Context: an optimization exercise on an open-source flow, tuned for small area and few clock cycles per item. The choices shown serve that exercise and are no tape-out recipe.
The RTL was checked by simulation tests, not by an equivalence proof against the original design.

Setup of try-raven:
==> flow/design.v (excerpt) <==
module MyDesign (dut_run, dut_busy, reset_b, clk, dut_sram_write_address,
		 dut_sram_write_data, dut_sram_write_enable,
		 dut_sram_read_address,	sram_dut_read_data,
		 dut_wmem_read_address, wmem_dut_read_data);
Size: roughly 140 flip-flops, about 89 I/O pins, roughly 0.011 mm2 of cells after synthesis.
clock: 6.0 ns
lec_check: 0
cap_margin: 20
core_margin: 2
core_utilization: 40
cts_buf_list: sky130_fd_sc_hd__clkbuf_8
slew_margin: 20
synth_hierarchical: 1
synth_minimum_keep_size: 0
run.sh (not shown) runs the stock make flow with config.mk's settings and CLKGATE_MAP_FILE= SYNTH_SCRIPT=/design/flow/synth_recipe.tcl, a recipe that flattens the netlist after the stock synthesis.
Testbench counts of try-raven, summed over its fixed seeds: cycles 117,674, macs 306,944.
Relative to try-raven, the following input files were edited for try-ember:
- clearing CTS_BUF_LIST, which used to be sky130_fd_sc_hd__clkbuf_8
==> flow/flow/run.sh (new file) <==
#!/bin/bash
# Layout flow: the standard flow (standard.sh, all ORFS steps), with the
# port buffers that global placement inserts on every input and output made
# from the smallest buffer cell instead of the default choice.
set -o pipefail
cp standard.sh standard.sh.txt
export BUFFER_PORTS_ARGS="-buffer_cell sky130_fd_sc_hd__buf_1"
bash standard.sh > standard.log 2>&1
==> flow/standard.sh (new file) <==
#!/bin/bash
# synth_recipe.tcl (not shown) runs the flow's synth.tcl, then flattens the netlist and writes it again
# the make line also repeats each setting of config.mk as NAME=value (left out here)
make -C /OpenROAD-flow-scripts/flow DESIGN_CONFIG=/design/flow/config.mk WORK_HOME=/design/flow/orfs CLKGATE_MAP_FILE= SYNTH_SCRIPT=/design/flow/synth_recipe.tcl "${@:-finish}"
removed: flow/run.sh
[summary]
- Worst slack after detailed placement (higher): try-raven
- From try-raven to try-ember the numbers moved as follows: portion of the clock cycle consumed by the worst path in the final layout fell 2.2 points; met2 wire length up about 0.8%; area growth from synthesis to layout decreased by 3.0 points relative to the old numbers; arrival time at the worst endpoint decreased 0.17 ns.
The inputs of try-onyx differ from those of try-ember as listed below.
- putting GPL_TIMING_DRIVEN at 0 where nothing was set
==> flow/flow/run.sh <==
#!/bin/bash
# Layout flow: the standard flow (standard.sh, all ORFS steps) with two
# changes: the port buffers that global placement puts on every input and
# output use the smallest buffer cell, and clock tree synthesis uses
# clkbuf_8 buffers and adds no dummy loads.
set -o pipefail
export BUFFER_PORTS_ARGS="-buffer_cell sky130_fd_sc_hd__buf_1"
export CTS_ARGS="-sink_clustering_enable -repair_clock_nets -buf_list sky130_fd_sc_hd__clkbuf_8 -dont_use_dummy_load"
bash standard.sh > standard.log 2>&1
Results
Per the final summary, try-onyx finished and its layout is clean on timing, DRC and antenna. In terms of final area, try-ember and try-onyx differ only marginally. ~same end-of-flow core utilization in try-onyx and try-ember. The met1 layer usage reported by global route number comes out lower for try-onyx vs try-ember. Combined area of the multi-input logic cells: try-onyx > try-ember. [diff] post-route worst setup slack, try-onyx relative to try-ember: regression.
The inputs of try-willow differ from those of try-onyx as listed below.
- GPL_TIMING_DRIVEN: 0 -> unset
==> flow/run.sh (new file) <==
#!/bin/bash
# synth_recipe.tcl (not shown) runs the flow's synth.tcl, then flattens the netlist and writes it again
# the make line also repeats each setting of config.mk as NAME=value (left out here)
make -C /OpenROAD-flow-scripts/flow DESIGN_CONFIG=/design/flow/config.mk WORK_HOME=/design/flow/orfs CLKGATE_MAP_FILE= SYNTH_SCRIPT=/design/flow/synth_recipe.tcl finish
removed: flow/flow/run.sh
removed: flow/standard.sh
Of try-onyx and try-willow, the lower global routing met3 resource utilization belongs to try-willow. Against try-onyx, try-willow comes in 0.66 points lower on fraction of layout cells with a size suffix above 1. try-onyx vs try-willow, highest metal layer used by the detailed router: met5 vs met4. [compare] base=try-onyx new=try-willow: global-route wire length before repair went down; wire length on met1 +120 um. try-willow: number of post-CTS setup repair buffers 5 below try-onyx. try-willow went all the way through synthesis, placement and routing and the layout is clean on timing, DRC and antenna. Summary of the comparison: final worst slack is higher in try-willow, relative to try-onyx.

* * *

== run A ==
MyDesign again, from the RTL that the note above started with.
export LEC_CHECK = 0
export CAP_MARGIN = 0
export CORE_MARGIN = 2
export CORE_UTILIZATION = 40
export SLEW_MARGIN = 0
export SYNTH_HIERARCHICAL = 1
export SYNTH_MINIMUM_KEEP_SIZE = 0
create_clock -name core_clock -period 6.0 [get_ports {clk}]
standard.sh (not shown) runs the stock make flow with config.mk's settings and CLKGATE_MAP_FILE= SYNTH_SCRIPT=/design/flow/synth_recipe.tcl, a recipe that flattens the netlist after the stock synthesis.
==> flow/flow/run.sh <==
#!/bin/bash
# Layout flow: the standard flow (standard.sh, all ORFS steps) with two
# changes: the port buffers that global placement puts on every input and
# output use the smallest buffer cell, and clock tree synthesis uses
# clkbuf_8 buffers and adds no dummy loads.
set -o pipefail
export BUFFER_PORTS_ARGS="-buffer_cell sky130_fd_sc_hd__buf_1"
export CTS_ARGS="-sink_clustering_enable -repair_clock_nets -buf_list sky130_fd_sc_hd__clkbuf_8 -dont_use_dummy_load"
bash standard.sh > standard.log 2>&1
Testbench counts of run A, summed over its fixed seeds: cycles 117,674, macs 306,944.
### run A -> run B
- a change of SLEW_MARGIN from 0 to 20
- a change of CAP_MARGIN from 0 to 20
Findings:
- Looking at the reports, run B completed the entire flow and the layout it produced met the timing, DRC and antenna checks.
- Final area: run A vs run B — no meaningful difference
- Changes observed in run B relative to run A: per-cell routed wire length closely matched the old numbers, logic depth of the worst setup path including buffers closely matched the old numbers, sequential share of layout area closely matched the old numbers.
> inputs changed (run B -> run C)
-- flow/flow/run.sh --
<<< run B, line 2
# Layout flow: the standard flow (standard.sh, all ORFS steps) with two
>>> run C, line 2
# Layout flow: the standard flow (standard.sh, all ORFS steps) with these
<<< run B, line 4
# output use the smallest buffer cell, and clock tree synthesis uses
>>> run C, line 4
# output use the smallest buffer cell; timing-driven global placement does
# not keep the buffers its trial repair inserts; clock tree synthesis uses
<<< run B, line 8
>>> run C, line 9
export GPL_KEEP_OVERFLOW=0
==> notes.md <==
- From run B to run C the numbers moved as follows: cell area after placement decreased by 160 sq um relative to the old numbers; critical path depth increased by 4 relative to the old numbers; final critical delay including setup and external delays increased by 0.020 ns relative to the old numbers.
- Run B leaves more setup margin than run C.
- Any difference in number of multi-input combinational cells between run B and run C is small enough to ignore.
- Core util | run C vs run B | run C higher

* * *

Another version of the RTL of MyDesign (not shown whole).
Size in the first run: ~1000 cells after synthesis, roughly 130 flip-flops, about 89 I/O pins.
==> flow/design.v (excerpt) <==
module MyDesign (dut_run, dut_busy, reset_b, clk, dut_sram_write_address,
		 dut_sram_write_data, dut_sram_write_enable,
		 dut_sram_read_address,	sram_dut_read_data,
		 dut_wmem_read_address, wmem_dut_read_data);
input clk;
input signed [15:0] sram_dut_read_data, wmem_dut_read_data;
input dut_run, reset_b;
output signed [15:0] dut_sram_write_data;
output [11:0] dut_sram_write_address;
output dut_sram_write_enable;
output [11:0] dut_sram_read_address, dut_wmem_read_address;
output dut_busy;
localparam [2:0] IDLE = 3'd0, HDR = 3'd1, SZ = 3'd2, PR = 3'd3, RUN = 3'd4,
	RUN1 = 3'd5, RUN2 = 3'd6;
reg [2:0] st;
reg [11:0] xa, wa, xb, oa;
reg [6:0] col;           
reg [7:0] row;           
reg [4:0] s8;            
reg [1:0] ph;            
reg x4, x8, w4, w8;      
reg lc, l2, we;
reg [15:0] xo_r, wo_r;
reg [21:0] acc;
wire [21:0] acc_next;
wire [15:0] X = sram_dut_read_data;
wire [15:0] Wd = wmem_dut_read_data;
wire ix4 = (st == PR) ? X[2] : x4;
wire ix8 = (st == PR) ? X[3] : x8;
wire iw4 = (st == PR) ? Wd[2] : w4;
wire iw8 = (st == PR) ? Wd[3] : w8;
wire ib8 = ix8 | iw8;
wire ib4 = ~ib8 & (ix4 | iw4);
wire ixn = ib8 ? ~ix8 : (ib4 & ~ix4);   
wire iwn = ib8 ? ~iw8 : (ib4 & ~iw4);
wire ir4 = ib8 & ((~ix4 & ~ix8) | (~iw4 & ~iw8));  
wire nlast = ~(ixn | iwn) | (ir4 ? (ph == 2'd3) : ph[0]);
wire [6:0] lh = ib8 ? 7'd1 : ib4 ? 7'd2 : 7'd4;    
wire row_end = (col == lh);
wire layer_end = row_end & (row == 8'd1);
wire stepping = (st == PR) | st[2];
wire is_end = &X[7:0];
wire clr = ~reset_b | ((st == SZ) & is_end);
wire hdr_step = ((st == IDLE) & dut_run) | (st == HDR) | (st == SZ);
wire rewind = stepping & row_end & ~layer_end;
wire x_inc = hdr_step | (stepping & (~ixn | nlast));
wire w_inc = hdr_step | (stepping & (~iwn | nlast));
  ...
clock: 6.0 ns
lec_check: 0
cap_margin: 20
core_margin: 2
core_utilization: 40
gpl_routability_driven: 0
slew_margin: 20
synth_hierarchical: 1
synth_minimum_keep_size: 0
==> flow/flow/run.sh <==
#!/bin/bash
# Layout flow: the standard flow (standard.sh, all ORFS steps) with these
# changes: synthesis maps adders with Yosys's own Brent-Kung carry logic
# instead of ORFS's Kogge-Stone map (SYNTH_OPERATIONS_ARGS set, so the
# -extra-map is not added); the port buffers that global placement puts on
# every input and output use the smallest buffer cell; clock tree synthesis
# uses clkbuf_8 buffers and adds no dummy loads.
set -o pipefail
export SYNTH_OPERATIONS_ARGS="-noshare"
export BUFFER_PORTS_ARGS="-buffer_cell sky130_fd_sc_hd__buf_1"
export CTS_ARGS="-sink_clustering_enable -repair_clock_nets -buf_list sky130_fd_sc_hd__clkbuf_8 -dont_use_dummy_load"
bash standard.sh > standard.log 2>&1
The first run finished with timing, DRC and antenna clean.
Testbench counts at the start, summed over its fixed seeds: cycles 117,674, macs 306,944.
==> next run, changes <==
Settings changed: GPL_ROUTABILITY_DRIVEN 0 to default, PLACE_DENSITY from default to 0.75.
After rerunning:
- synthesized area is unchanged
- routed wire length drops by 0.36%
- fmax shrinks by 0.72%
- core utilization hardly moves
- global-route usage came out lower by 0.71 points
- hold slack is worse by 4.7 ps
==> next run, changes <==
==> flow/flow/run.sh (replaced) <==
#!/bin/bash
# Layout flow: the standard flow (standard.sh, all ORFS steps) with two
# changes: the port buffers that global placement puts on every input and
# output use the smallest buffer cell, and clock tree synthesis uses
# clkbuf_8 buffers and adds no dummy loads.
set -o pipefail
export BUFFER_PORTS_ARGS="-buffer_cell sky130_fd_sc_hd__buf_1"
export CTS_ARGS="-sink_clustering_enable -repair_clock_nets -buf_list sky130_fd_sc_hd__clkbuf_8 -dont_use_dummy_load"
bash standard.sh > standard.log 2>&1
Settings changed: PLACE_DENSITY 0.75 to default.
Maximum frequency grows by 2.2%.
Setup slack is better by 120 ps.
First-iteration DRC count shrinks by 12%.
Global-route usage came out higher by 0.62 points.
Register-to-register slack gains 120 ps.
Routed wire length rises by 5.9%.
Critical path depth increases by 2.
Final cell count rises by 5.1%.
Design area came out higher by 1.4%.

==> separate check: timing with driven ports <==
In the flow no input, the clock included, has a driving cell. The finished layouts below were timed again as built, in two steps.
Step 1 assumes that a clkbuf_16 drives the clock port and a buf_2 every other input.
Step 2 adds t to the input delays and takes it off the output delays; t is the mean of the earliest and latest rising clock arrival at the registers after step 1. Input paths then give back, and output paths get back, about the clock's delay inside the block.
Slacks: ideal ports / drivers / drivers and shift; pairs: ideal ports / drivers.
| run | t, ns | setup slack, ns | worst register clock-pin slew, ns |
|---|---|---|---|
| try-raven | 0.490 | 0.293 / 0.293 / 0.293 | 0.09 / 0.09 |
| try-ember | 0.468 | 0.428 / 0.428 / 0.428 | 0.07 / 0.07 |
| try-onyx | 0.473 | 0.184 / 0.184 / 0.184 | 0.11 / 0.11 |
| try-willow | 0.462 | 0.294 / 0.294 / 0.294 | 0.07 / 0.07 |
| run A | 0.474 | 0.316 / 0.316 / 0.316 | 0.09 / 0.09 |
| run B | 0.474 | 0.316 / 0.316 / 0.316 | 0.09 / 0.09 |
| run C | 0.476 | 0.296 / 0.296 / 0.296 | 0.10 / 0.10 |
| the first run of note 3 | 0.494 | 0.283 / 0.283 / 0.283 | 0.11 / 0.11 |
| the second run of note 3 | 0.479 | 0.241 / 0.241 / 0.241 | 0.10 / 0.10 |
| the third run of note 3 | 0.475 | 0.364 / 0.364 / 0.364 | 0.10 / 0.10 |
After both steps setup and hold are still met in every run listed.
